Source: an optimization exercise on an open RTL-to-GDS flow (aim: small area, a short achievable clock period and few clock cycles). Production flows keep margins and buffers that such runs may drop.
Function was not checked in any run shown here: the RTL went through the layout flow alone.

<file path="flow/config.mk">
export PLATFORM = sky130hd
export DESIGN_NAME = RISC_SPM
export DESIGN_NICKNAME = RISC_SPM
export VERILOG_FILES = /design/flow/design.v
export SDC_FILE = /design/flow/constraint.sdc
export NUM_CORES = 4
export LEC_CHECK = 0
export ABC_AREA = 1
export CAP_MARGIN = 20
export CORE_MARGIN = 2
export CORE_UTILIZATION = 40
export CTS_BUF_LIST = sky130_fd_sc_hd__clkbuf_8
export SETUP_SLACK_MARGIN = 2.7
export SLEW_MARGIN = 20
</file>
<file path="flow/constraint.sdc">
create_clock -name core_clock -period 6.0 [get_ports {clk}]
set_input_delay 1.2000 -clock core_clock [delete_from_list [all_inputs] [get_ports {clk}]]
set_output_delay 1.2000 -clock core_clock [all_outputs]
set_load 0.01 [all_outputs]
</file>
<file path="flow/design.v">
module RISC_SPM (clk, rst, mem_addr, mem_wdata, mem_we, mem_rdata);
  input        clk, rst;
  output [7:0] mem_addr;
  output [7:0] mem_wdata;
  output       mem_we;
  input  [7:0] mem_rdata;
  localparam [3:0] S_FETCH = 4'd0, S_EXEC = 4'd1, S_RD2 = 4'd2, S_WR2 = 4'd3, S_BR2 = 4'd4,
                   S_M1 = 4'd5, S_M2 = 4'd6, S_M3 = 4'd7, S_MW = 4'd8, S_HALT = 4'd9;
  reg [7:0] R0, R1, R2, R3;    
  reg [3:0] op;                
  reg [3:0] so, sd;            
  reg       opnd;              
  reg       chk;               
  reg [7:0] AR;                
  reg [7:0] T;                 
  reg       Z, V;
  reg       bone, btwo, bneg;  
  reg [3:0] st;
  wire [7:0] a = ({8{so[0]}} & R0) | ({8{so[1]}} & R1) | ({8{so[2]}} & R2) | ({8{so[3]}} & R3);
  wire [7:0] b = ({8{sd[0]}} & R0) | ({8{sd[1]}} & R1) | ({8{sd[2]}} & R2) | ({8{sd[3]}} & R3);
  wire exec = (st == S_EXEC);
  wire       is_sub = (op == 4'd2);
  wire       is_and = (op == 4'd3);
  wire       is_not = (op == 4'd4);
  wire [7:0] ax     = a ^ {8{is_sub}};
  wire [7:0] ag     = b & ax;
  wire [7:0] ap     = b ^ ax;
  reg  [7:0] kg, kp, kg2, kp2;
  integer    ki, ks;
  always @* begin
    kg = ag; kp = ap;
    kg[0] = ag[0] | (ap[0] & is_sub);
    for (ks = 1; ks < 8; ks = ks * 2) begin
      kg2 = kg; kp2 = kp;
      for (ki = ks; ki < 8; ki = ki + 1) begin
        kg2[ki] = kg[ki] | (kp[ki] & kg[ki-ks]);
        kp2[ki] = kp[ki] & kp[ki-ks];
      end
      kg = kg2; kp = kp2;
    end
  end
  wire [7:0] sum    = ap ^ {kg[6:0], is_sub};
  wire       alu_v  = ~is_and & ~(a[7] ^ b[7]) & (sum[7] ^ a[7]);
  wire [7:0] zc     = {b[6:0] | ax[6:0], is_sub};
  wire       zsum   = ((b ^ ax) == zc);
  wire       alu_z  = is_and ? ((a & b) == 8'd0) : is_not ? (a == 8'hFF) : zsum;
  wire       same = |(so & sd);
  wire       one  = bone;
  wire       two  = btwo;
  wire       neg  = bneg;
  wire [9:0] mb   = two ? {b[7], b, 1'b0} : (one ? {b[7], b[7], b} : 10'd0);
  wire [9:0] my   = mb ^ {10{neg}};
  wire [9:0] mx   = {{2{T[7]}}, T};
  wire [9:0] mg   = mx & my;
  wire [9:0] mp   = mx ^ my;
  reg  [9:0] qg, qp, qg2, qp2;
  integer    qi, qs;
  always @* begin
    qg = mg; qp = mp;
    qg[0] = mg[0] | (mp[0] & neg);
    for (qs = 1; qs < 10; qs = qs * 2) begin
      qg2 = qg; qp2 = qp;
      for (qi = qs; qi < 10; qi = qi + 1) begin
        qg2[qi] = qg[qi] | (qp[qi] & qg[qi-qs]);
        qp2[qi] = qp[qi] & qp[qi-qs];
      end
      qg = qg2; qp = qp2;
    end
  end
  wire [9:0] S    = mp ^ {qg[8:0], neg};
  reg  [1:0] pnext;
  always @* begin
    if (!same) pnext = a[3:2];
    else case (st)
      S_M1:    pnext = a[5:4];
      S_M2:    pnext = a[7:6];
      default: pnext = a[3:2];
    endcase
  end
  wire is_alu  = (op == 4'd1) | (op == 4'd2) | is_and | is_not;
  wire is_mul  = (op == 4'd10);
  wire halt    = op[3] & (op[2] | (op[1] & op[0]));
  wire mul_it  = (exec & is_mul) | (st == S_M1) | (st == S_M2) | (st == S_M3);
  assign mem_addr  = AR;
  assign mem_wdata = a;
  assign mem_we    = (st == S_WR2);
  wire fetch = (st == S_FETCH) | (st == S_MW) | (exec & ~is_mul & ~opnd & ~halt);
  wire alu_w  = exec & is_alu;
  wire z_next = alu_w ? alu_z : Z;
  wire [3:0] nop    = mem_rdata[7:4];
  wire       nmul   = (nop == 4'd10);
  wire       nbrz   = (nop == 4'd8);
  wire       nbro   = (nop == 4'd9);
  wire       vlate  = alu_w & ~is_not;
  wire       nopnd  = (nop == 4'd5) | (nop == 4'd6) | (nop == 4'd7) |
                      (nbrz & z_next) | (nbro & (V | vlate));
  wire       nchk   = nbro & vlate;
  wire       nskip  = (nbrz | nbro) & ~nopnd;
  wire       untake = chk & ~V;            
  wire [7:0] ar1    = AR + 8'd1;
  wire [7:0] ar2    = AR + 8'd2;
  wire       ar_f    = fetch & ~nskip;
  wire       ar_s    = fetch & nskip;
  wire       ar_u    = exec & opnd & untake;
  wire       ar_m    = (exec & opnd & ~untake & ~halt & ~is_mul) | (st == S_BR2);
  wire       ar_t    = (st == S_RD2) | (st == S_WR2);
  wire       ar_h    = ~fetch & ~(exec & opnd & ~halt & ~is_mul) & ~(st == S_BR2) & ~ar_t;
  wire [7:0] ar_next = ({8{ar_f | ar_u}} & ar1) | ({8{ar_s}} & ar2) | ({8{ar_m}} & mem_rdata) |
                       ({8{ar_t}} & T) | ({8{ar_h}} & AR);
  wire       sel_sum = alu_w & ~is_and & ~is_not;
  wire       sel_and = alu_w & is_and;
  wire       sel_not = alu_w & is_not;
  wire       sel_rd  = (st == S_RD2);
  wire       sel_mul = mul_it;
  wire       sel_mw  = (st == S_MW);
  wire       wen     = alu_w | sel_rd | (sel_mul & ~same) | sel_mw;
  wire [7:0] Wo      = ({8{sel_and}} & a & b) | ({8{sel_not}} & ~a) | ({8{sel_rd}} & mem_rdata) |
                       ({8{sel_mul}} & {S[1:0], a[7:2]}) | ({8{sel_mw}} & T);
  wire [7:0] W       = ({8{sel_sum}} & sum) | Wo;
  wire [3:0] wsel = {4{wen}} & (mul_it ? so : sd);
  wire [1:0] ns = mem_rdata[3:2];
  reg  [1:0] rn;
  always @* begin
    case (ns) 2'd0: rn = R0[1:0]; 2'd1: rn = R1[1:0]; 2'd2: rn = R2[1:0]; default: rn = R3[1:0]; endcase
    if (wsel[ns]) rn = W[1:0];
  end
  always @(posedge clk or negedge rst) begin
    if (!rst) begin
      AR <= 8'd0; Z <= 1'b0; V <= 1'b0; st <= S_FETCH;
    end else begin
      if (alu_w) begin
        Z <= alu_z;
        if (!is_not) V <= alu_v;
      end else if (st == S_M3) begin
        Z <= 1'b1;
        V <= bneg & (so[0] ? S[1] : R0[7]);
      end
      AR <= ar_next;
      case (st)
        S_FETCH: st <= S_EXEC;
        S_EXEC:
          if (halt)         st <= S_HALT;
          else if (is_mul)  st <= S_M1;
          else if (opnd & untake) st <= S_FETCH;
          else if (opnd)    st <= (op == 4'd5) ? S_RD2 : (op == 4'd6) ? S_WR2 : S_BR2;
        S_RD2:   st <= S_FETCH;
        S_WR2:   st <= S_FETCH;
        S_BR2:   st <= S_FETCH;
        S_M1:    st <= S_M2;
        S_M2:    st <= S_M3;
        S_M3:    st <= S_MW;
        S_MW:    st <= S_EXEC;
        S_HALT:  st <= S_HALT;
        default: st <= S_FETCH;
      endcase
    end
  end
  wire [7:0] Wr  = ({8{sel_sum & rst}} & sum) | (Wo & {8{rst}});
  wire [3:0] rwe = wsel | {4{~rst}};
  always @(posedge clk) begin
    if (rwe[0]) R0 <= Wr;
    if (rwe[1]) R1 <= Wr;
    if (rwe[2]) R2 <= Wr;
    if (rwe[3]) R3 <= Wr;
  end
  always @(posedge clk) begin
    if (fetch) begin
      op   <= nop;
      so   <= 4'b0001 << mem_rdata[3:2];
      sd   <= 4'b0001 << mem_rdata[1:0];
      opnd <= nopnd;
      chk  <= nchk;
      T    <= nmul ? 8'd0 : ar2;
      bone <= rn[0];
      btwo <= rn[1] & ~rn[0];
      bneg <= rn[1];
    end else if (mul_it) begin
      T    <= S[9:2];
      bone <= pnext[0] ^ bneg;
      btwo <= (pnext[1] & ~pnext[0] & ~bneg) | (~pnext[1] & pnext[0] & bneg);
      bneg <= pnext[1];
    end
  end
endmodule
</file>
<file path="flow/run.sh">
#!/bin/bash
# synth_recipe.tcl (not shown) runs the flow's synth.tcl, then flattens the netlist and writes it again
# the make line also repeats each setting of config.mk as NAME=value (left out here)
make -C /OpenROAD-flow-scripts/flow DESIGN_CONFIG=/design/flow/config.mk WORK_HOME=/design/flow/orfs CLKGATE_MAP_FILE= SYNTH_SCRIPT=/design/flow/synth_recipe.tcl finish
</file>
==> results of run 1 <==
final cells by class:
class                           count  share of cell area [%]
Clock inverter                      6                   1.334
Timing Repair Buffer               46                   6.225
Tap cell                          180                   3.480
Clock buffer                        9                   1.914
Inverter                           96                   5.645
Sequential cell                    71                   31.86
Multi-Input combinational cell    567                   49.55
synthesized netlist by cell type (2+ instances only):
cell	instances	area (um2)
nand2_1	223	837.1
inv_1	85	319.1
nor2_1	84	315.3
edfxtp_1	57	1712
xor2_1	35	306.5
o21ai_0	28	140.1
ha_1	24	300.3
nand3_1	21	105.1
a21oi_1	20	100.1
o22ai_1	20	125.1
dfrtp_1	14	350.3
nand4_1	14	87.58
nand2_2	11	68.82
buf_2	9	45.04
o211ai_1	9	67.56
inv_2	8	30.03
nand3_2	7	70.07
a211oi_1	5	37.54
nand2_4	5	56.30
nor2_2	5	31.28
nor2_4	5	56.30
o21ai_1	5	25.02
a22oi_1	4	30.03
nor3_1	4	20.02
o21ai_2	3	26.28
or2_2	3	18.77
xnor2_1	3	26.28
a21o_1	2	15.01
a31oi_1	2	12.51
fa_1	2	40.04
inv_4	2	12.51
nand3_4	2	35.03
cells by family (layout without fill, tap and decap cells):
| family | Yosys count | in the layout | synth area share [%] |
|---|---|---|---|
| XOR/XNOR | 38 | 38 | 5.881 |
| AO/OA/AOI/OAI | 111 | 111 | 12.58 |
| adder cells (fa/ha/maj) | 26 | 26 | 6.014 |
| flip-flops | 71 | 71 | 36.44 |
| buffers and inverters | 107 | 157 | 7.406 |
| AND/OR/NAND/NOR | 392 | 392 | 31.68 |
final timing paths:
| kind | cells past startpoint | endpoint | startpoint | slack [ps] |
|---|---|---|---|---|
| setup / recovery | 6 | mem_wdata[6] | so[2]$_SDFFCE_PN0N_ | 2750 |
| hold / removal | 1 | Z$_DFFE_PN0P_ | Z$_DFFE_PN0P_ | 550 |
| setup reg to reg | 17 | T[6]$_DFFE_PP_ | sd[0]$_SDFFCE_PP0N_ | 2850 |
| hold reg to reg | 1 | Z$_DFFE_PN0P_ | Z$_DFFE_PN0P_ | 550 |
| max in group asynchronous | 2 | AR[6]$_DFF_PN0_ | rst | 4570 |
| min in group asynchronous | 2 | st[1]$_DFFE_PN0P_ | rst | 1170 |
layer usage:
metal	track usage [%]	vias up
met5	0	-
met4	10.34	0
met3	5.397	45
met2	36.02	201
met1	33.58	2444
li1	-	2555
state kept, by name (all words and copies together) (netlist names), 4 cells and up:
name	flops
AR	8
R0	8
R1	8
R2	8
R3	8
T	8
op	4
sd	4
so	4
st	4
per-stage QoR:
step | hold WS, ps | cell area (um2)
4_1_cts | 555.2 | 6334
6_report | 548.9 | 6472
5_1_grt | 568.9 | 6472
2_1_floorplan | 508.4 | 5659
3_5_place_dp | 537.3 | 6098
3_3_place_gp | 525.1 | 6098
what timing repair did:
action	in CTS	in global routing
buffers inserted	3	16
gates resized for setup	1	12
setup endpoints to repair	3	15
pin swaps	0	2
==> summary.txt, run 1 <==
Cells and area
  – Finished Layout Cells: 975
  – Register area: 2062 um2
  – Multi-input gate area: 3207 um2
  – Final core utilization: 46.81%
  – Layout Nets: 827
  – Filler cells: 1389
  – Most frequent cells in the layout: nand2_1, nor2_1, inv_1
  – Commonest non-fill, non-tap cell in the layout: nand2_1
  – Layout overhead on the synthesized area: 14.37%
  – Share of cells above drive strength 1: 12.58%
  – Antenna Cells: 0

GRT
  – First-pass GRT wire length: 27230 um
  – Global Route Usage Sum: 24.13%
  – Vias in the first global route: 4979
  – Largest net degree at the start of global routing: 24
  – Initial antenna violation count: 0
  – Overflow after GRT: 0

STA
  – Final hold vios: 0
  – RSZ-0062 raised after global routing: yes
  – Minimum clock period after layout: 3246 ps
  – Setup TNS: 0 ps
  – Max-slew headroom: 58.20%
  – Setup ws final: 2754 ps
  – Fin crit share: 54.10%
  – Clock Skews: 9.457 ps
  – Count of pins over their slew limit: 0
  – Slew at the pin closest to its max-slew limit: 622.8 ps
  – Max frequency: 308.1 MHz
  – Finish-stage setup viols: 0

Critical path
  – Critical path, cell by cell: clkbuf_2 -> nand2_1 -> nand2_1 -> nor2_2 -> inv_1 -> clkdlybuf4s50_1
  – CP Capture Type: primary output
  – CP peak stage delay: 500 ps
  – CP Launch Type: flop
  – Data arrival, critical path: 2050 ps
  – Required @ worst endpoint: 4800 ps
  – Delay-heaviest family, CP: buffers and inverters
  – Crit Path Category: reg2out
  – Most frequent cell on the critical path: nand2_1
  – CP max stage cell: clkdlybuf4s50_1
  – CP Buf/Inv Count: 3
  – Worst-path fanout max: 6

Placed design
  – GP Congestion: 1.015
  – DPL Wire Length: 13760 um
  – IO buf count: 26
  – Post-placement cell count: 941
  – DP Worst Slack: 2672 ps

Synthesis
  – #FFs+latches synth: 71
  – Syn avg cell area: 7.596 um2
  – Ys flop type: edfxtp_1
  – Sequential element share of the synthesized area: 36.44%
  – Synth async-reset ratio: 19.72%
  – Warnings, synthesis: 1
  – Syn nets: 781
  – Yosys cell types: 56
  – EDFF count, synth: 57
  – Mapped Cells: 745
  – Synth Cell Area: 5659 um2

Clocking
  – Clk sink count: 71
  – Htree depth: 3
  – Root Driver: clkbuf_8
  – Total CTS buffers: 9
  – Clk Latency, worst-skew pair: 380 ps
  – Hold buffers post-CTS: 0
  – CTS tree: built
  – CTS Buffer Depth: 2
  – Worst-path clk slew: 80 ps

Routing
  – Met2 wire length: 7710 um
  – Met3 WL post-DR: 1359 um
  – DR DRC count: 0
  – Average via count per standard cell: 5.379
  – DRT iter0 DRCs: 502
  – DR pass1 iterations: 7
  – Via count: 5245
  – Routed Antenna Nets: 0
  – Wl on met1: 8049 um
  – Routed wire length: 17700 um
  – Max Used Layer: met4
  – WL/cell: 18.15 um

Hold path
  – Min-Delay Path Class: reg2reg

Die
  – Die height: 122.9 um
  – DIE WIDTH: 122.9 um
  – DIE AREA: 15120 um2
  – # IOs: 27
  – Core ar.: 13830 um2
  – Initial Utilization: 40.93%
  – FP Rows: 43

Run
  – Max_cap viols: 0

Run status
  – Run status: complete, no violations
==> run 2: changes to the inputs <==
--- a/flow/config.mk
+++ b/flow/config.mk
@@ -9,6 +9,5 @@
 export CAP_MARGIN = 20
 export CORE_MARGIN = 2
 export CORE_UTILIZATION = 40
-export CTS_BUF_LIST = sky130_fd_sc_hd__clkbuf_8
-export SETUP_SLACK_MARGIN = 2.7
+export SETUP_SLACK_MARGIN = 3.0
 export SLEW_MARGIN = 20
==> summary.txt, run 2 <==
Hold path
  – Worst Hold Depth: 1
  – Min-Delay Path Class: reg2reg
  – WHS Endpoint: Z$_DFFE_PN0P_
  – Worst hold start: Z$_DFFE_PN0P_

Critical path
  – Crit Path Category: reg2reg
  – Required @ worst endpoint: 6080 ps
  – Reg2reg path depth: 18
  – Worst r2r src: sd[2]$_SDFFCE_PN0N_
  – Reg2reg end: T[6]$_DFFE_PP_
  – Worst-path fanout max: 5
  – Data arrival, critical path: 3240 ps
  – Reg2reg setup slack: 2840 ps
  – CP Capture Type: flop
  – CP Launch Type: flop

STA
  – Final hold vios: 0
  – Max-slew headroom: 56.90%
  – RSZ-0062 raised after global routing: yes
  – Fin crit share: 52.74%
  – Max frequency: 316.0 MHz
  – Setup TNS: 0 ps
  – Clock Skews: 6.105 ps
  – Slew at the pin closest to its max-slew limit: 642.2 ps
  – Count of pins over their slew limit: 0
  – Minimum clock period after layout: 3164 ps
  – Setup ws final: 2836 ps
  – Hold Slack: 544.2 ps
  – Finish-stage setup viols: 0

Synthesis
  – EDFF count, synth: 57
  – Syn avg cell area: 7.596 um2
  – Sequential element share of the synthesized area: 36.44%
  – Mapped Cells: 745
  – Post-synth top cells: nand2_1, inv_1, nor2_1
  – Yosys cell types: 56
  – Post-synth top area share: 30.25%
  – Synth Cell Area: 5659 um2
  – Ys flop type: edfxtp_1
  – Top cells by area, synth: edfxtp_1, nand2_1, dfrtp_1, inv_1, nor2_1
  – Most common cell in the synthesized netlist: nand2_1
  – #FFs+latches synth: 71
  – Yosys top cell by area: edfxtp_1
  – Synth async-reset ratio: 19.72%
  – Syn nets: 781
  – Warnings, synthesis: 1

Routing
  – Average via count per standard cell: 5.433
  – WL/cell: 18.68 um
  – Via count: 5466
  – DRT iter0 DRCs: 578
  – DR pass1 iterations: 5
  – Routed wire length: 18790 um
  – Routed Antenna Nets: 0
  – DR DRC count: 0

GRT
  – Largest net degree at the start of global routing: 24
  – Global Route Usage Sum: 25.21%
  – First-pass GRT wire length: 28480 um
  – Overflow after GRT: 0
  – Vias in the first global route: 5174
  – Initial antenna violation count: 0

Cells and area
  – Antenna Cells: 0
  – Layout overhead on the synthesized area: 23.37%
  – Share of cells above drive strength 1: 19.13%
  – Filler cells: 1312
  – Finished Layout Cells: 1006
  – Most frequent cells in the layout: nand2_1, nor2_1, inv_1
  – Layout Nets: 858
  – Commonest non-fill, non-tap cell in the layout: nand2_1

Die
  – Core ar.: 13830 um2
  – FP Rows: 43
  – DIE WIDTH: 122.9 um
  – DIE AREA: 15120 um2
  – # IOs: 27
  – Die height: 122.9 um
  – Initial Utilization: 40.93%

Run
  – Max_cap viols: 0

Clocking
  – Htree depth: 3
  – Hold buffers post-CTS: 0
  – Total CTS buffers: 9
  – Worst-path clk slew: 60 ps
  – CTS Buffer Depth: 2
  – Root Driver: clkbuf_16
  – Clk sink count: 71
  – CTS tree: built
  – Clk Latency, worst-skew pair: 350 ps

Placed design
  – IO buf count: 26
  – DPL Wire Length: 13760 um
  – Post-placement cell count: 941
  – DP Worst Slack: 2672 ps
  – GP Congestion: 1.015

Run status
  – Run status: complete, no violations
-- run 2: changes by cell type in the layout (fill, tap and decap cells not counted), moves of 9 or more --
cell,delta
buf_4,+29
clkbuf_16,+9
clkbuf_8,-9
clkdlybuf4s50_1,-9
dlygate4sd2_1,+9
-- run 2: metal layers --
layer	track usage [%]	vias up	share of wire (%)
met1	35.58	2575	45
met3	4.336	35	6.8
met5	0	-	0
met2	38.98	245	46
li1	-	2611	-
met4	8.764	0	2.4
-- run 2: what timing repair did --
item,4_1_cts,5_1_grt
setup buffers,28,22
endpoints found under the setup margin,30,32
gates resized for setup,28,42
pin swaps,5,21
-- run 2: cell families after synthesis --
logic type,after synthesis,share of synthesized area (%)
and+or+nand+nor,392,31.68
AOI/OAI and AO/OA,111,12.58
DFF,71,36.44
adders and majority gates,26,6.014
xor gates and xnor gates,38,5.881
buffers and inverters,107,7.406
-- run 2: area by class of cell --
| cell class | instances | area (um2) | share of cell area (%) |
|---|---|---|---|
| clock inverters | 6 | 86.33 | 1.237 |
| well taps | 180 | 225.2 | 3.226 |
| repair buffers | 77 | 631.9 | 9.050 |
| flip-flops and latches | 71 | 2062 | 29.53 |
| inverters | 96 | 365.4 | 5.233 |
| multi-input cells | 567 | 3386 | 48.49 |
| clock buffers | 9 | 225.2 | 3.226 |
-- run 2: worst max path at each step --
stage                   startpoint              to  slack (ps)  cells after the start
6_report       sd[2]$_SDFFCE_PN0N_  T[6]$_DFFE_PP_        2840                     18
5_1_grt        sd[1]$_SDFFCE_PP0N_  T[6]$_DFFE_PP_        2690                     18
4_1_cts        sd[3]$_SDFFCE_PN0N_  T[6]$_DFFE_PP_        2890                     17
3_5_place_dp   sd[0]$_SDFFCE_PP0N_  T[6]$_DFFE_PP_        2670                     17
3_3_place_gp   sd[0]$_SDFFCE_PP0N_  T[6]$_DFFE_PP_        2690                     17
2_1_floorplan  sd[0]$_SDFFCE_PP0N_  T[6]$_DFFE_PP_        3190                     18
-- run 2: worst max-delay path, cell delays in order (launching register included) --
cell	delay, ps
edfxtp_1	470
buf_6	170
nand2_1	60
nand4_1	240
inv_2	200
o22ai_2	100
xor2_1	150
ha_1	390
nand2_1	100
o21ai_2	190
nand2_1	100
nand2_1	90
a21oi_2	60
nor2_2	140
nor2_1	60
o21bai_1	190
nand2_1	80
nand2_1	60
o22ai_1	60
-- run 2: through the flow --
stage | area (um2) | utilization, %
after floorplan | 5659 | -
after global placement | 6098 | 44.10
after detailed placement | 6098 | 44.10
after CTS | 6633 | 47.97
after global routing | 6982 | 50.49
final | 6982 | 50.49
==> run 3: changes to the inputs <==
--- a/flow/design.v
+++ b/flow/design.v
@@ -14,7 +14,8 @@
   reg [7:0] AR;                
   reg [7:0] T;                 
   reg       Z, V;
-  reg       bone, btwo, bneg;  
+  reg [1:0] pr;                
+  reg       qm1;               
   reg [3:0] st;
   wire [7:0] a = ({8{so[0]}} & R0) | ({8{so[1]}} & R1) | ({8{so[2]}} & R2) | ({8{so[3]}} & R3);
   wire [7:0] b = ({8{sd[0]}} & R0) | ({8{sd[1]}} & R1) | ({8{sd[2]}} & R2) | ({8{sd[3]}} & R3);
@@ -40,14 +41,15 @@
     end
   end
   wire [7:0] sum    = ap ^ {kg[6:0], is_sub};
+  wire [7:0] r      = is_and ? (a & b) : is_not ? ~a : sum;
   wire       alu_v  = ~is_and & ~(a[7] ^ b[7]) & (sum[7] ^ a[7]);
   wire [7:0] zc     = {b[6:0] | ax[6:0], is_sub};
   wire       zsum   = ((b ^ ax) == zc);
   wire       alu_z  = is_and ? ((a & b) == 8'd0) : is_not ? (a == 8'hFF) : zsum;
   wire       same = |(so & sd);
-  wire       one  = bone;
-  wire       two  = btwo;
-  wire       neg  = bneg;
+  wire       one  = pr[0] ^ qm1;
+  wire       two  = (pr[1] & ~pr[0] & ~qm1) | (~pr[1] & pr[0] & qm1);
+  wire       neg  = pr[1];
   wire [9:0] mb   = two ? {b[7], b, 1'b0} : (one ? {b[7], b[7], b} : 10'd0);
   wire [9:0] my   = mb ^ {10{neg}};
   wire [9:0] mx   = {{2{T[7]}}, T};
@@ -82,7 +84,7 @@
   wire halt    = op[3] & (op[2] | (op[1] & op[0]));
   wire mul_it  = (exec & is_mul) | (st == S_M1) | (st == S_M2) | (st == S_M3);
   assign mem_addr  = AR;
-  assign mem_wdata = a;
+  assign mem_wdata = T;               
   assign mem_we    = (st == S_WR2);
   wire fetch = (st == S_FETCH) | (st == S_MW) | (exec & ~is_mul & ~opnd & ~halt);
   wire alu_w  = exec & is_alu;
@@ -103,10 +105,12 @@
   wire       ar_s    = fetch & nskip;
   wire       ar_u    = exec & opnd & untake;
   wire       ar_m    = (exec & opnd & ~untake & ~halt & ~is_mul) | (st == S_BR2);
-  wire       ar_t    = (st == S_RD2) | (st == S_WR2);
-  wire       ar_h    = ~fetch & ~(exec & opnd & ~halt & ~is_mul) & ~(st == S_BR2) & ~ar_t;
+  wire       ar_t    = (st == S_RD2);
+  wire       ar_w    = (st == S_WR2);
+  wire       ar_h    = ~fetch & ~(exec & opnd & ~halt & ~is_mul) & ~(st == S_BR2) & ~ar_t & ~ar_w;
   wire [7:0] ar_next = ({8{ar_f | ar_u}} & ar1) | ({8{ar_s}} & ar2) | ({8{ar_m}} & mem_rdata) |
-                       ({8{ar_t}} & T) | ({8{ar_h}} & AR);
+                       ({8{ar_t}} & T) | ({8{ar_w}} & {so, sd}) |
+                       ({8{ar_h}} & AR);
   wire       sel_sum = alu_w & ~is_and & ~is_not;
   wire       sel_and = alu_w & is_and;
   wire       sel_not = alu_w & is_not;
@@ -133,7 +137,7 @@
         if (!is_not) V <= alu_v;
       end else if (st == S_M3) begin
         Z <= 1'b1;
-        V <= bneg & (so[0] ? S[1] : R0[7]);
+        V <= pr[1] & (so[0] ? S[1] : R0[7]);
       end
       AR <= ar_next;
       case (st)
@@ -171,14 +175,15 @@
       opnd <= nopnd;
       chk  <= nchk;
       T    <= nmul ? 8'd0 : ar2;
-      bone <= rn[0];
-      btwo <= rn[1] & ~rn[0];
-      bneg <= rn[1];
+      pr   <= rn;
+      qm1  <= 1'b0;
     end else if (mul_it) begin
       T    <= S[9:2];
-      bone <= pnext[0] ^ bneg;
-      btwo <= (pnext[1] & ~pnext[0] & ~bneg) | (~pnext[1] & pnext[0] & bneg);
-      bneg <= pnext[1];
+      pr   <= pnext;
+      qm1  <= pr[1];
+    end else if (exec & (op == 4'd6)) begin
+      T    <= a;
+      {so, sd} <= T;
     end
   end
 endmodule
--- a/flow/config.mk
+++ b/flow/config.mk
@@ -9,5 +9,5 @@
 export CAP_MARGIN = 20
 export CORE_MARGIN = 2
 export CORE_UTILIZATION = 40
-export SETUP_SLACK_MARGIN = 3.0
+export SETUP_SLACK_MARGIN = 2.7
 export SLEW_MARGIN = 20
==> summary.txt, run 3 <==
Run status
  – Run status: complete, no violations

Synthesis
  – Syn avg cell area: 7.437 um2
  – Syn nets: 807
  – Top cells by area, synth: edfxtp_1, nand2_1, dfrtp_1, inv_1, ha_1
  – Post-synth top area share: 29.33%
  – Synth async-reset ratio: 19.72%
  – Post-synth top cells: nand2_1, inv_1, nor2_1
  – Synth Cell Area: 5734 um2
  – Most common cell in the synthesized netlist: nand2_1
  – Mux contribution to synthesized area: 0%
  – Warnings, synthesis: 1
  – Yosys cell types: 52
  – Sequential element share of the synthesized area: 35.78%
  – #FFs+latches synth: 71
  – Ys flop type: edfxtp_1
  – Yosys top cell by area: edfxtp_1
  – Main combinational cell family by area after synthesis: simple AND/OR/NAND/NOR gates
  – EDFF count, synth: 56
  – Synth Area in Simple Gates: 29.96%
  – Synth Area in Adders: 5.935%
  – Synth Area in Compound Gates: 14.31%
  – Mapped Cells: 771
  – Xor/xnor cell area share of the yosys netlist: 5.651%

Critical path
  – Most frequent cell on the critical path: nand2_1
  – Worst-path fanout max: 6
  – Reg2reg setup slack: 2820 ps
  – CP peak stage delay: 520 ps
  – Data arrival, critical path: 3270 ps
  – CP Launch Type: flop
  – Reg2reg end: T[5]$_DFFE_PP_
  – CP Capture Type: flop
  – Worst r2r src: sd[3]$_DFFE_PP_
  – Reg2reg path depth: 16
  – CP max stage cell: edfxtp_1
  – Critical path, cell by cell: buf_4 -> nand2_1 -> nand2_1 -> a21oi_1 -> nand2_1 -> inv_1 -> o22ai_1 -> xor2_1 -> ha_1 -> buf_4 -> a211oi_2 -> o21ai_2 -> nand2_1 -> nand2_1 -> o21ai_0 -> o211ai_1
  – Required @ worst endpoint: 6090 ps
  – Crit Path Category: reg2reg

STA
  – Final hold vios: 0
  – Count of pins over their slew limit: 0
  – Clock Skews: 9.833 ps
  – Minimum clock period after layout: 3179 ps
  – Finish-stage setup viols: 0
  – Max frequency: 314.5 MHz
  – Fin crit share: 52.99%
  – Max-slew headroom: 42.76%
  – Slew at the pin closest to its max-slew limit: 858.5 ps
  – RSZ-0062 raised after global routing: no
  – Setup TNS: 0 ps

Die
  – FP Rows: 43
  – Die height: 123.7 um
  – Initial Utilization: 41.15%
  – Core ar.: 13930 um2
  – DIE AREA: 15310 um2
  – DIE WIDTH: 123.7 um
  – # IOs: 27

Clocking
  – Total CTS buffers: 9
  – Clk Latency, worst-skew pair: 360 ps
  – Hold buffers post-CTS: 0
  – Htree depth: 3
  – Root Driver: clkbuf_16
  – Worst-path clk slew: 60 ps
  – Clk sink count: 71
  – CTS Buffer Depth: 2
  – CTS tree: built

GRT
  – Largest net degree at the start of global routing: 21
  – Overflow after GRT: 0
  – First-pass GRT wire length: 30340 um
  – Initial antenna violation count: 0
  – Vias in the first global route: 5340
  – Global Route Usage Sum: 27.19%

Cells and area
  – Commonest non-fill, non-tap cell in the layout: nand2_1
  – Antenna Cells: 0
  – Most frequent cells in the layout: nand2_1, inv_1, nor2_1
  – Share of cells above drive strength 1: 14.04%
  – Layout overhead on the synthesized area: 18.07%
  – Filler cells: 1344
  – Layout Nets: 857

Routing
  – Via count: 5745
  – DR DRC count: 0
  – Average via count per standard cell: 5.711
  – Routed Antenna Nets: 0
  – WL/cell: 20.13 um
  – Routed wire length: 20250 um
  – DRT iter0 DRCs: 687
  – DR pass1 iterations: 6

Hold path
  – Worst hold start: qm1$_SDFFE_PN0N_
  – Min-Delay Path Class: reg2reg
  – Worst Hold Depth: 2
  – WHS Endpoint: qm1$_SDFFE_PN0N_

Placed design
  – GP Congestion: 1.010
  – DPL Wire Length: 15260 um
  – IO buf count: 26

Run
  – Max_cap viols: 0
-- run 3: timing repair --
item,in CTS,in global routing
gates resized for setup,2,26
setup endpoints to repair,2,28
cloned,0,0
pin swaps,0,8
buffers inserted,2,26
-- run 3: final cells by class --
type                       instances  area [um2]  share of cell area, %
tap                              180       225.2                  3.327
timing repair buffer              55       470.5                  6.949
clock buffer                       9       225.2                  3.327
sequential                        71        2052                  30.31
clock inverter                     7       102.6                  1.515
multi-input combinational        580        3297                  48.70
inverter                         104       397.9                  5.877
-- run 3: stage by stage --
stage                     hold WS (ps)  std cells  utilization, %  setup slack (ps)  instance area (um2)
after global routing             542.7       1006           48.59              2600                 6770
final                            509.8       1006           48.59              2821                 6770
after detailed placement         483.7        962           44.09              2597                 6143
after global placement           475.2        962           44.09              2682                 6143
after floorplan                  450.3        771               -              3180                 5734
after CTS                        501.2        980           46.59              2706                 6492
-- run 3: worst max path at each step --
stage	slack, ps	endpoint	depth (start not counted)	startpoint
detailed placement	2600	AR[3]$_DFF_PN0_	12	mem_rdata[7]
global route	2600	T[6]$_DFFE_PP_	19	sd[1]$_DFFE_PP_
finish	2820	T[5]$_DFFE_PP_	16	sd[3]$_DFFE_PP_
global placement	2680	T[6]$_DFFE_PP_	16	pr[1]$_DFFE_PP_
CTS	2710	R3[7]$_DFFE_PP_	14	so[0]$_DFFE_PP_
floorplan	3180	T[6]$_DFFE_PP_	17	pr[1]$_DFFE_PP_
-- run 3: routing by layer --
layer  up-vias  track usage, %  share of wire, %  routed length, um
met5         -               0                 0                  0
met4         0           10.87               4.4                881
met3        62           5.495               9.1               1841
met2       325           43.13                46               9238
met1      2681           36.35                41               8287
li1       2677               -                 -                  -
-- run 3: worst max-delay path: cells and delay by family, from the launching register on --
kind / cells / cell delay, ps
AND/OR/NAND/NOR: 5 / 420
buffers and inverters: 3 / 550
XOR/XNOR: 1 / 180
flip-flops: 1 / 520
AO/OA/AOI/OAI: 6 / 870
adder cells (fa/ha/maj): 1 / 380
-- run 3: kinds of logic after synthesis --
logic type,after synthesis
flip-flops,71
XOR/XNOR,37
AND/OR/NAND/NOR,386
AO/OA/AOI/OAI,131
adder cells (fa/ha/maj),26
buffers and inverters,120
==> run 4: changes to the inputs <==
--- a/flow/config.mk
+++ b/flow/config.mk
@@ -9,5 +9,5 @@
 export CAP_MARGIN = 20
 export CORE_MARGIN = 2
 export CORE_UTILIZATION = 40
-export SETUP_SLACK_MARGIN = 2.7
+export SETUP_SLACK_MARGIN = 2.9
 export SLEW_MARGIN = 20
==> summary.txt, run 4 <==
Routing
  – Average via count per standard cell: 5.702
  – WL/cell: 19.98 um
  – DR DRC count: 0
  – DR pass1 iterations: 6
  – Wl on met1: 8577 um
  – Met3 WL post-DR: 1571 um
  – Max Used Layer: met4
  – Routed Antenna Nets: 0
  – DRT iter0 DRCs: 556
  – Met2 wire length: 9517 um
  – Via count: 5867
  – Routed wire length: 20560 um

STA
  – Count of pins over their slew limit: 0
  – Max frequency: 327.9 MHz
  – Max-slew headroom: 58.10%
  – Setup ws final: 2951 ps
  – Fin crit share: 50.82%
  – RSZ-0062 raised after global routing: yes
  – Finish-stage setup viols: 0
  – Final hold vios: 0
  – Clock Skews: 7.518 ps
  – Hold Slack: 505.0 ps
  – Setup TNS: 0 ps
  – Minimum clock period after layout: 3049 ps
  – Slew at the pin closest to its max-slew limit: 627.0 ps

GRT
  – Overflow after GRT: 0
  – Vias in the first global route: 5430
  – First-pass GRT wire length: 30820 um
  – Initial antenna violation count: 0
  – Largest net degree at the start of global routing: 21
  – Global Route Usage Sum: 27.59%

Cells and area
  – Share of cells above drive strength 1: 19.91%
  – Layout Nets: 880
  – Antenna Cells: 0
  – Post-route cell area: 7159 um2
  – Layout overhead on the synthesized area: 24.85%
  – Final core utilization: 51.38%
  – Commonest non-fill, non-tap cell in the layout: nand2_1
  – Finished Layout Cells: 1029
  – Most frequent cells in the layout: nand2_1, inv_1, nor2_1

Critical path
  – Delay-heaviest family, CP: simple AND/OR/NAND/NOR gates
  – Critical path, cell by cell: nand2_1 -> nand2_2 -> a21oi_2 -> nand2_2 -> inv_4 -> o22ai_4 -> xor2_2 -> ha_4 -> a21oi_2 -> o21ai_1 -> nand2_1 -> nand2_1 -> a21oi_2 -> nor2_1 -> o21ai_1 -> nand2_1 -> xor2_1 -> nand2_1 -> nand3_1
  – CP max stage cell: edfxtp_1
  – CP Buf/Inv Count: 1
  – Crit Path Category: reg2reg
  – Worst-path fanout max: 7
  – Required @ worst endpoint: 6100 ps
  – Most frequent cell on the critical path: nand2_1
  – CP peak stage delay: 550 ps
  – CP Capture Type: flop
  – Data arrival, critical path: 3150 ps
  – CP Launch Type: flop

Synthesis
  – Mapped Cells: 771
  – Post-synth top cells: nand2_1, inv_1, nor2_1
  – Yosys top cell by area: edfxtp_1
  – EDFF count, synth: 56
  – Post-synth top area share: 29.33%
  – #FFs+latches synth: 71
  – Warnings, synthesis: 1
  – Most common cell in the synthesized netlist: nand2_1
  – Synth async-reset ratio: 19.72%
  – Top cells by area, synth: edfxtp_1, nand2_1, dfrtp_1, inv_1, ha_1
  – Synth Cell Area: 5734 um2
  – Ys flop type: edfxtp_1
  – Syn nets: 807
  – Sequential element share of the synthesized area: 35.78%
  – Yosys cell types: 52
  – Syn avg cell area: 7.437 um2

Clocking
  – Total CTS buffers: 9
  – CTS tree: built
  – Htree depth: 3
  – Clk Latency, worst-skew pair: 360 ps
  – Worst-path clk slew: 70 ps
  – Hold buffers post-CTS: 0
  – Root Driver: clkbuf_16
  – CTS Buffer Depth: 2
  – Clk sink count: 71

Die
  – FP Rows: 43
  – Core ar.: 13930 um2
  – DIE AREA: 15310 um2
  – # IOs: 27
  – Die height: 123.7 um
  – DIE WIDTH: 123.7 um
  – Initial Utilization: 41.15%

Placed design
  – DP Worst Slack: 2597 ps
  – IO buf count: 26
  – DPL Wire Length: 15260 um
  – DP Area: 6143 um2
  – GP Congestion: 1.010
  – Post-placement cell count: 962

Run
  – Max_cap viols: 0

Hold path
  – Min-Delay Path Class: reg2reg

Run status
  – Run status: complete, no violations
## run 4: layout make-up
class,instances,area (um2)
well taps,180,225.2
clock inverters,7,102.6
inverters,104,397.9
repair buffers,78,669.4
multi-input cells,580,3487
clock buffers,9,225.2
fillers,1301,6775
flip-flops and latches,71,2052
## run 4: worst min-delay path: stages (launching register included)
cell     delay, ps
dfxtp_1        350
nand2_1         60
o21ai_0         60
## run 4: cell families after synthesis
| logic type | after synthesis | share of synthesized area [%] |
|---|---|---|
| buffers and inverters | 120 | 8.357 |
| adder cells (fa/ha/maj) | 26 | 5.935 |
| AO/OA/AOI/OAI | 131 | 14.31 |
| flip-flops | 71 | 35.78 |
| AND/OR/NAND/NOR | 386 | 29.96 |
| XOR/XNOR | 37 | 5.651 |
## run 4: repair_timing
| item | 4_1_cts | 5_1_grt |
|---|---|---|
| pin swaps | 3 | 31 |
| buffers inserted | 17 | 34 |
| resized for setup | 9 | 63 |
| endpoints found under the hold margin | 0 | 0 |
| endpoints found under the setup margin | 18 | 41 |
## run 4: final timing paths
path / from / end / slack, ps / cells after the start
worst min-delay path: qm1$_SDFFE_PN0N_ / qm1$_SDFFE_PN0N_ / 510 / 2
max in group asynchronous: rst / AR[7]$_DFF_PN0_ / 4570 / 2
worst max register to register: sd[0]$_DFFE_PP_ / T[6]$_DFFE_PP_ / 2950 / 19
worst min register to register: qm1$_SDFFE_PN0N_ / qm1$_SDFFE_PN0N_ / 510 / 2
worst max-delay path: sd[0]$_DFFE_PP_ / T[6]$_DFFE_PP_ / 2950 / 19
min in group asynchronous: rst / st[1]$_DFFE_PN0P_ / 1200 / 2
## run 4: metal layers
metal  vias to the layer above  track usage (%)
met2                       311            43.58
li1                       2717                -
met5                         -                0
met3                        63            5.632
met1                      2776            36.84
met4                         0            11.43

[port drivers added, routing unchanged]
No port has a modelled driver above. Below, the same layouts with a new extraction and two added sets of constraints.
Step 1 sets driving cells, clkbuf_16 on the clock port and buf_2 on the other inputs (assumed; they add their load-dependent delay and slew).
Step 2 moves the port delays by t, midway between the first and last clock arrival at a register: inputs arrive t later, outputs are due t later. That takes back most of the time a late clock gives input paths.
Slacks: ideal ports / drivers / drivers and shift; pairs: ideal ports / drivers.
run | shift t [ns] | setup WS [ns] | worst setup path after step 2 | slew at the worst register clock pin (ns) | worst data-port slew with drivers (ns)
run 1 | 0.410 | 2.754 / 2.719 / 2.809 | input to register | 0.08 / 0.08 | 0.03
run 2 | 0.390 | 2.836 / 2.836 / 2.824 | input to register | 0.06 / 0.06 | 0.03
run 3 | 0.394 | 2.821 / 2.821 / 2.612 | input to register | 0.07 / 0.07 | 0.04
run 4 | 0.396 | 2.951 / 2.951 / 2.725 | input to register | 0.07 / 0.07 | 0.04
After both steps setup and hold are still met in every run listed. The setup slack of run 4, which loses most, moves by 0.000 ns with the drivers and by -0.226 ns with both steps.
